Background: an optimization exercise with open tools, aiming at small area, a short achievable clock period and few clock cycles. Do not read the settings as production practice.
RTL that was checked went through simulation tests only; none was proved equivalent to the original.
Power and IR drop assume default switching activity.

old:
==> flow/design.v <==
module geofence ( clk,reset,X,Y,valid,is_inside);
input clk;
input reset;
input [9:0] X;
input [9:0] Y;
output reg valid;
output reg is_inside;
localparam PREP = 3'd0, FIRST = 3'd1, USCAN = 3'd2, WSCAN = 3'd3, MULW = 3'd4;
reg [3:0] cnt;
reg [9:0] px, py;        
reg [21:0] q5;           
reg [29:0] q4;           
reg [21:0] q3, q2, q1, q0;   
reg [15:0] m;            
reg [2:0] st;
reg pass;                
reg two;
reg [15:0] gi;           
reg [2:0] pcnt;          
reg [2:0] wcnt;          
reg have_u, have_w, more;
reg [3:0] bcnt;          
reg signed [10:0] ux, uy, wx, wy;
reg signed [12:0] acc, d;
reg neg;                 
reg done, res;           
function [10:0] sub10;
    input [9:0] a, b;
    reg [10:0] g, p, gn, pn;
    integer l, j;
    begin
        g = {a & ~b, 1'b1};
        p = {~(a ^ b), 1'b0};
        for (l = 1; l < 16; l = l * 2) begin
            for (j = 0; j < 11; j = j + 1) begin
                if (j >= l) begin
                    gn[j] = g[j] | (p[j] & g[j-l]);
                    pn[j] = p[j] & p[j-l];
                end else begin
                    gn[j] = g[j];
                    pn[j] = p[j];
                end
            end
            g = gn;
            p = pn;
        end
        sub10 = {~g[10], ~(a ^ b) ^ g[9:0]};
    end
endfunction
wire signed [10:0] dx = sub10(X, px);
wire signed [10:0] dy = sub10(Y, py);
function neg13;
    input [12:0] a, b;
    reg [11:0] g, p, gn, pn;
    integer l, j;
    begin
        g = a[11:0] & b[11:0];
        p = a[11:0] | b[11:0];
        for (l = 1; l < 12; l = l * 2) begin
            for (j = 0; j < 12; j = j + 1) begin
                if (j >= l) begin
                    gn[j] = g[j] | (p[j] & g[j-l]);
                    pn[j] = p[j] & p[j-l];
                end else begin
                    gn[j] = g[j];
                    pn[j] = p[j];
                end
            end
            g = gn;
            p = pn;
        end
        neg13 = a[12] ^ b[12] ^ g[11];
    end
endfunction
wire signed [10:0] vx = q5[21:11];
wire signed [10:0] vy = q5[10:0];
wire [12:0] x1 = {{2{vx[10]}}, vx};          
wire [12:0] y1 = {{2{vy[10]}}, vy};          
wire [12:0] x2 = {vx[10], vx, 1'b0};         
wire [12:0] y2 = {vy[10], vy, 1'b0};         
wire [7:0] b;
assign b[0] = ~vy[10];                       
assign b[1] = ~neg13(y2, ~x1);               
assign b[2] = ~neg13(y1, ~x1);               
assign b[3] = ~neg13(y1, ~x2);               
assign b[4] = vx[10];                        
assign b[5] = neg13(y1, x2);                 
assign b[6] = neg13(y1, x1);                 
assign b[7] = neg13(y2, x1);                 
function [15:0] onehot;
    input [7:0] c;
    integer n;
    begin
        for (n = 0; n < 7; n = n + 1) begin
            onehot[n] = c[n] & ~c[n+1];
            onehot[n+8] = ~c[n] & c[n+1];
        end
        onehot[7] = c[7] & c[0];
        onehot[15] = ~c[7] & ~c[0];
    end
endfunction
wire [15:0] h4 = onehot(q4[29:22]);
wire [15:0] h5 = onehot(b);
genvar k;
wire [15:0] z = ~m;
wire [31:0] zz = {z, z};
wire [15:0] r7, r8;
generate
    for (k = 0; k < 16; k = k + 1) begin : g_run
        assign r7[k] = &zz[k+6:k];
        assign r8[k] = &zz[k+7:k];
    end
endgenerate
wire [31:0] r8r = {r8, r8};
wire [31:0] r7r = {r7, r7};
wire [15:0] outv, ambv;
generate
    for (k = 0; k < 16; k = k + 1) begin : g_dec
        assign outv[k] = |r8r[k+8:k+1];
        assign ambv[k] = ~outv[k] & (|r7r[k+9:k+1]);
    end
endgenerate
wire out = |(h5 & outv);
wire amb = |(h5 & ambv);
wire lo = |r7[7:0];
wire [15:0] rs = lo ? {8'd0, r7[7:0]} : r7;
wire in_i = |(h4 & gi);
wire in_j = |(h4 & {gi[7:0], gi[15:8]});
wire signed [10:0] qx = q4[21:11];
wire signed [10:0] qy = q4[10:0];
wire lastbit = (bcnt == 4'd10);
wire mdone = (bcnt == 4'd12);
wire yb = (st == WSCAN) ? qy[0] : wy[0];
wire xb = (st == WSCAN) ? qx[0] : wx[0];
wire signed [12:0] ta = (lastbit ? xb : yb) ? (lastbit ? uy : ux) : 11'sd0;
wire signed [12:0] tb = (lastbit ? yb : xb) ? (lastbit ? ux : uy) : 11'sd0;
wire signed [12:0] sum = acc + d;
wire nonneg = ~neg;
wire slow = (cnt == 4'd8) & ~valid;
always @(posedge clk or posedge reset) begin
    if (reset) begin
        cnt <= 4'd0;
        valid <= 1'b0;
    end else begin
        if (cnt == 4'd7) begin
            cnt <= 4'd8;
            valid <= ~amb;
        end else if (cnt == 4'd8) begin
            if (valid) begin
                cnt <= 4'd0;
                valid <= 1'b0;
            end else if (done)
                valid <= 1'b1;
        end else
            cnt <= cnt + 4'd1;
    end
end
task finish_run;
    input outside;
    begin
        if (outside & two & ~pass) begin
            pass <= 1'b1;
            gi <= {gi[7:0], gi[15:8]};
            st <= FIRST;
            pcnt <= 3'd0;
            have_u <= 1'b0;
            have_w <= 1'b0;
            more <= 1'b0;
            bcnt <= 4'd15;
        end
    end
endtask
always @(posedge clk) begin
    if (cnt == 4'd0) begin
        px <= X;
        py <= Y;
    end
    q5 <= (cnt >= 4'd7) ? q0 : {dx, dy};
    q4 <= {b, q5};
    q3 <= q4[21:0];
    q2 <= q3; q1 <= q2; q0 <= q1;
    if (cnt == 4'd2)
        m <= h5;
    else if ((cnt >= 4'd3) & (cnt <= 4'd7))
        m <= m | h5;
    if (cnt == 4'd7)
        is_inside <= ~out;
    else if (done)
        is_inside <= res;
end
always @(*) begin
    done = 1'b0;
    res = 1'b0;
    if (slow) begin
        case (st)
        FIRST: if ((pcnt == 3'd6) & mdone) begin
                if (nonneg)
                    res = 1'b1;
                if (nonneg | ~more)
                    done = ~(two & ~pass & ~nonneg);
            end
        USCAN: if (pcnt == 3'd6) done = ~(two & ~pass);
        MULW: if (mdone & nonneg) begin
                done = 1'b1;
                res = 1'b1;
            end
        default: ;
        endcase
    end
end
always @(posedge clk) begin
    d <= ta - tb;
    if ((bcnt == 4'd0) | (bcnt >= 4'd11) | (st == WSCAN))
        acc <= 13'sd0;
    else
        acc <= sum >>> 1;
end
always @(posedge clk) begin
    if (~slow) begin
        st <= PREP;
        pass <= 1'b0;
        pcnt <= 3'd0;
        have_u <= 1'b0;
        have_w <= 1'b0;
        more <= 1'b0;
        bcnt <= 4'd15;
    end else begin
        if (bcnt <= 4'd11) begin
            bcnt <= bcnt + 4'd1;
            wx <= wx >>> 1;
            wy <= wy >>> 1;
        end
        if (bcnt == 4'd11)
            neg <= sum[12];
        case (st)
        PREP: begin
            gi <= {rs[0], rs[15:1]};
            two <= lo & (|r7[15:8]);
            st <= FIRST;
        end
        FIRST: begin
            if (pcnt != 3'd6) begin
                pcnt <= pcnt + 3'd1;
                if (in_i) begin
                    if (~have_u) begin
                        ux <= qx;
                        uy <= qy;
                        have_u <= 1'b1;
                    end else
                        more <= 1'b1;
                end
                if (in_j) begin
                    if (~have_w) begin
                        wx <= qx;
                        wy <= qy;
                        have_w <= 1'b1;
                    end else
                        more <= 1'b1;
                end
            end
            if (have_u & have_w & (bcnt == 4'd15))
                bcnt <= 4'd0;
            if ((pcnt == 3'd6) & mdone) begin
                if (nonneg)
                    finish_run(1'b0);
                else if (~more)
                    finish_run(1'b1);
                else begin
                    st <= USCAN;
                    pcnt <= 3'd0;
                end
            end
        end
        USCAN: begin
            if (pcnt == 3'd6)
                finish_run(1'b1);
            else begin
                pcnt <= pcnt + 3'd1;
                if (in_i) begin
                    ux <= qx;
                    uy <= qy;
                    wcnt <= 3'd0;
                    st <= WSCAN;
                end
            end
        end
        WSCAN: begin
            wcnt <= wcnt + 3'd1;
            if (in_j) begin
                wx <= qx >>> 1;
                wy <= qy >>> 1;
                bcnt <= 4'd1;
                st <= MULW;
            end else if (wcnt == 3'd5)
                st <= USCAN;
        end
        MULW: begin
            if (mdone) begin
                if (nonneg)
                    finish_run(1'b0);
                else
                    st <= (wcnt == 3'd6) ? USCAN : WSCAN;
            end
        end
        endcase
    end
end
endmodule
clock: 8.0 ns
lec_check: 0
cap_margin: 20
core_margin: 2
core_utilization: 40
cts_buf_list: sky130_fd_sc_hd__clkbuf_8
cts_cluster_size: 30
setup_slack_margin: 5.0
slew_margin: 20
run.sh (not shown) runs the stock make flow with config.mk's settings and CLKGATE_MAP_FILE= SYNTH_SCRIPT=/design/flow/synth_recipe.tcl, a recipe that flattens the netlist after the stock synthesis.
[inputs] new vs old
--- a/flow/design.v
+++ b/flow/design.v
@@ -125,19 +125,18 @@
 wire lo = |r7[7:0];
 wire [15:0] rs = lo ? {8'd0, r7[7:0]} : r7;
 wire in_i = |(h4 & gi);
 wire in_j = |(h4 & {gi[7:0], gi[15:8]});
 wire signed [10:0] qx = q4[21:11];
 wire signed [10:0] qy = q4[10:0];
-wire lastbit = (bcnt == 4'd10);
 wire mdone = (bcnt == 4'd12);
 wire yb = (st == WSCAN) ? qy[0] : wy[0];
 wire xb = (st == WSCAN) ? qx[0] : wx[0];
-wire signed [12:0] ta = (lastbit ? xb : yb) ? (lastbit ? uy : ux) : 11'sd0;
-wire signed [12:0] tb = (lastbit ? yb : xb) ? (lastbit ? ux : uy) : 11'sd0;
-wire signed [12:0] sum = acc + d;
+wire signed [12:0] ta = yb ? ux : 11'sd0;
+wire signed [12:0] tb = xb ? uy : 11'sd0;
+wire signed [12:0] sum = (bcnt == 4'd11) ? (acc - d) : (acc + d);
 wire nonneg = ~neg;
 wire slow = (cnt == 4'd8) & ~valid;
 always @(posedge clk or posedge reset) begin
     if (reset) begin
         cnt <= 4'd0;
         valid <= 1'b0;
Results
Compared with old, new shows detailed-routed wire length on met3 that has gone up by more than 10%. new gives less vias per cell than old did. On average routed wire per standard cell, old tracks new almost exactly. Row data arrival time of the worst path: new lower / old higher. Relative to old, final critical delay including setup and external delays decreased by 0.11 ns in new. new vs old — TritonCTS sink count dropped about 0.35%. [compare] base=old new=new: total power of the final layout now larger; logic depth of the worst path, buffers included shows an increase of 3. new ends up with higher DRC violation total after the first TritonRoute iteration than old does. Summary: netlist area before placement, new better than old. new: multi-input gate area in the final layout higher than old. When the final numbers for old and new were put side by side, the final cycle utilization of the critical path turned out to be smaller in new.
No run of this note included a check of the RTL's function; only the layout flow was run.

* * *

Starts from the design.v that is shown in full above.
make LEC_CHECK=0 CAP_MARGIN=20 CORE_MARGIN=2 CORE_UTILIZATION=40 CTS_BUF_LIST=sky130_fd_sc_hd__clkbuf_16 CTS_CLUSTER_DIAMETER=80 CTS_CLUSTER_SIZE=24 SETUP_SLACK_MARGIN=5.0 SLEW_MARGIN=20 finish   # period 8.0 ns
==> next run, changes <==
--- a/flow/design.v
+++ b/flow/design.v
@@ -126,17 +126,16 @@
 wire [15:0] rs = lo ? {8'd0, r7[7:0]} : r7;
 wire in_i = |(h4 & gi);
 wire in_j = |(h4 & {gi[7:0], gi[15:8]});
 wire signed [10:0] qx = q4[21:11];
 wire signed [10:0] qy = q4[10:0];
-wire lastbit = (bcnt == 4'd10);
 wire mdone = (bcnt == 4'd12);
 wire yb = (st == WSCAN) ? qy[0] : wy[0];
 wire xb = (st == WSCAN) ? qx[0] : wx[0];
-wire signed [12:0] ta = (lastbit ? xb : yb) ? (lastbit ? uy : ux) : 11'sd0;
-wire signed [12:0] tb = (lastbit ? yb : xb) ? (lastbit ? ux : uy) : 11'sd0;
-wire signed [12:0] sum = acc + d;
+wire signed [12:0] ta = yb ? ux : 11'sd0;
+wire signed [12:0] tb = xb ? uy : 11'sd0;
+wire signed [12:0] sum = (bcnt == 4'd11) ? (acc - d) : (acc + d);
 wire nonneg = ~neg;
 wire slow = (cnt == 4'd8) & ~valid;
 always @(posedge clk or posedge reset) begin
     if (reset) begin
         cnt <= 4'd0;
The new run completed without violations.
Die area went down slightly.
Cell area rose slightly.
Via count rises slightly.
Synthesized cell count goes down slightly.
Cell count barely changes.
Utilization rose by 1.3 points.
Clock skew shrinks by 0.0060 ns.
Sequential cell count shrinks by 1.
Global-route usage stays flat.
Function was not checked in any run of this note: the RTL went through the layout flow alone.

* * *

== rev 12 ==
Another version of the RTL of geofence (not shown whole).
For scale: ~1500 cells after synthesis, roughly 15000 um2 of cells after synthesis.
export LEC_CHECK = 0
export CAP_MARGIN = 20
export CORE_MARGIN = 2
export CORE_UTILIZATION = 60
export CTS_BUF_LIST = sky130_fd_sc_hd__clkbuf_16
export CTS_CLUSTER_DIAMETER = 80
export CTS_CLUSTER_SIZE = 24
export PLACE_DENSITY = 0.75
export SETUP_SLACK_MARGIN = 5.0
export SLEW_MARGIN = 20
create_clock -name core_clock -period 8.0 [get_ports {clk}]
Here is what was changed in the inputs of rev 13 compared with rev 12.
--- a/flow/design.v
+++ b/flow/design.v
@@ -15,22 +15,21 @@
 reg pass;                
 reg two;
 reg [15:0] gi;           
 reg [2:0] pcnt;          
 reg [2:0] rp;            
 reg [2:0] cu, cw;        
 reg [2:0] pu, pw;        
 reg have_u, have_w;
 reg [3:0] bcnt;          
 reg signed [10:0] ux, uy, wx, wy;
-reg wpx, wpy;            
-reg signed [13:0] acc, d;
+reg signed [12:0] acc, d;
 reg neg;                 
 reg done, res;           
 function [10:0] sub10;
     input [9:0] a, b;
     reg [10:0] g, p, gn, pn;
     integer l, j;
     begin
         g = {a & ~b, 1'b1};
         p = {~(a ^ b), 1'b0};
         for (l = 1; l < 16; l = l * 2) begin
@@ -123,34 +122,24 @@
     end
 endgenerate
 wire out = |(h5 & outv);
 wire amb = |(h5 & ambv);
 wire lo = |r7[7:0];
 wire [15:0] rs = lo ? {8'd0, r7[7:0]} : r7;
 wire in_i = |(h4 & gi);
 wire in_j = |(h4 & {gi[7:0], gi[15:8]});
 wire signed [10:0] qx = q4[21:11];
 wire signed [10:0] qy = q4[10:0];
-wire mdone = (bcnt == 4'd7);
-function signed [13:0] booth;
-    input signed [10:0] u;
-    input [1:0] w;
-    input wp;
-    reg signed [13:0] m;
-    begin
-        m = (w[0] ^ wp) ? u : ((w[1] ^ w[0]) & (w[0] == wp)) ? 2 * u : 14'sd0;
-        booth = (w[1] & ~(w[0] & wp)) ? -m : m;
-    end
-endfunction
-wire signed [13:0] ta = booth(ux, wy[1:0], wpy);
-wire signed [13:0] tb = booth(uy, wx[1:0], wpx);
-wire signed [13:0] sum = acc + d;
+wire mdone = (bcnt == 4'd12);
+wire signed [12:0] ta = wy[0] ? ux : 11'sd0;
+wire signed [12:0] tb = wx[0] ? uy : 11'sd0;
+wire signed [12:0] sum = (bcnt == 4'd11) ? (acc - d) : (acc + d);
 wire nonneg = ~neg;
 wire slow = (cnt == 4'd8) & ~valid;
 always @(posedge clk or posedge reset) begin
     if (reset) begin
         cnt <= 4'd0;
         valid <= 1'b0;
     end else begin
         if (cnt == 4'd7) begin
             cnt <= 4'd8;
             valid <= ~amb;
@@ -190,47 +179,45 @@
     if (slow & pend) begin
         if (nonneg) begin
             done = ~(two & ~pass);
             res = 1'b1;
         end else
             done = lastpair;
     end
 end
 always @(posedge clk) begin
     d <= ta - tb;
-    if ((bcnt == 4'd0) | (bcnt >= 4'd6))
-        acc <= 14'sd0;
+    if ((bcnt == 4'd0) | (bcnt >= 4'd11))
+        acc <= 13'sd0;
     else
-        acc <= sum >>> 2;
+        acc <= sum >>> 1;
 end
 always @(posedge clk) begin
     if (~slow) begin
         prep <= 1'b1;
         pass <= 1'b0;
         pcnt <= 3'd0;
         cu <= 3'd0;
         cw <= 3'd0;
         pu <= 3'd0;
         pw <= 3'd0;
         have_u <= 1'b0;
         have_w <= 1'b0;
         bcnt <= 4'd15;
     end else begin
-        if (bcnt <= 4'd6) begin
+        if (bcnt <= 4'd11) begin
             bcnt <= bcnt + 4'd1;
-            wx <= wx >>> 2;
-            wy <= wy >>> 2;
-            wpx <= wx[1];
-            wpy <= wy[1];
-        end
-        if (bcnt == 4'd6)
-            neg <= sum[13];
+            wx <= wx >>> 1;
+            wy <= wy >>> 1;
+        end
+        if (bcnt == 4'd11)
+            neg <= sum[12];
         rp <= (rp == 3'd5) ? 3'd0 : rp + 3'd1;
         if (prep) begin
             rp <= 3'd0;
             gi <= {rs[0], rs[15:1]};
             two <= lo & (|r7[15:8]);
             prep <= 1'b0;
         end else begin
             if ((pcnt == 3'd7) & (rp == 3'd5))
                 pcnt <= 3'd0;
             if (pcnt < 3'd6) begin
@@ -240,22 +227,20 @@
                         ux <= qx;
                         uy <= qy;
                         have_u <= 1'b1;
                     end
                     cu <= cu + 3'd1;
                 end
                 if (in_j) begin
                     if (cw == pw) begin
                         wx <= qx;
                         wy <= qy;
-                        wpx <= 1'b0;
-                        wpy <= 1'b0;
                         have_w <= 1'b1;
                     end
                     cw <= cw + 3'd1;
                 end
             end
             if (have_u & have_w & (bcnt == 4'd15))
                 bcnt <= 4'd0;
             if (pend) begin
                 if (nonneg) begin
                     pass <= 1'b1;
### Flow results
- Rev 13 completed every stage of the flow, and the final layout passed the timing, DRC and antenna checks.
- Relative to rev 12, sequential share of layout area has gone up in rev 13.
- Of the two candidates, rev 12 has the worse clock-net power and rev 13 the better one.
- Diff rev 12 and rev 13: cell area after layout lower in rev 13
- Compare rev 12 and rev 13 | critical path buffer and inverter count lower: rev 12
- Rev 13 vs rev 12, met2 capacity usage during global routing went down by 1.6 points.
- Diff rev 12 -> rev 13: internal power contribution now smaller; total power fell by 13%; wire length went down; die area shows a reduction of about 6%; number of global-route vias before repair lower.
- Between rev 12 and rev 13, worst-case clock skew decreased.
- The post-layout instance count excluding filler cells in rev 13 sits about 11% below the value recorded for rev 12.
- Relative to rev 12, global-route usage has decreased by 1.7 points in rev 13.
Testbench counts of rev 13, summed over its fixed seeds: cycles 7,195.
For rev 12, only the layout was checked, not whether the RTL still works.

[afterwards: timing with drivers on the ports]
Ports are ideal in the flow. The routed layouts listed here were re-timed in OpenROAD. Step 1 (the two cells are an assumption about what drives the block):
set clk [get_ports {clk}]
set_driving_cell -lib_cell sky130_fd_sc_hd__clkbuf_16 $clk
set_driving_cell -lib_cell sky130_fd_sc_hd__buf_2 [delete_from_list [all_inputs] $clk]
Step 2 also shifts input and output timing later by t, the mid clock arrival at the registers, as if the neighbouring blocks saw the same clock. Three values: no drivers, after step 1, after step 2; two values: the first two.
run	shift t [ns]	setup slack, ns	hold slack, ns	latest minus earliest clock arrival (ns)	pins driven straight from the clock port
old	0.619	4.867 / 4.867 / 4.462	0.319 / 0.319 / 0.319	0.029 / 0.029	1
new	0.641	4.975 / 4.975 / 4.479	0.289 / 0.289 / 0.289	0.044 / 0.044	1
the first run of note 2	0.572	4.851 / 4.851 / 4.498	0.320 / 0.320 / 0.320	0.033 / 0.032	1
the second run of note 2	0.561	4.993 / 4.993 / 4.559	0.328 / 0.328 / 0.328	0.025 / 0.026	1
rev 12	0.549	4.438 / 4.438 / 4.438	0.321 / 0.321 / 0.321	0.029 / 0.030	1
rev 13	0.551	5.052 / 5.064 / 4.532	0.325 / 0.325 / 0.325	0.022 / 0.023	1
After both steps setup and hold are still met in every run listed. For rev 13, which loses most, drivers alone change the setup slack by +0.012 ns; drivers and shift together by -0.520 ns.
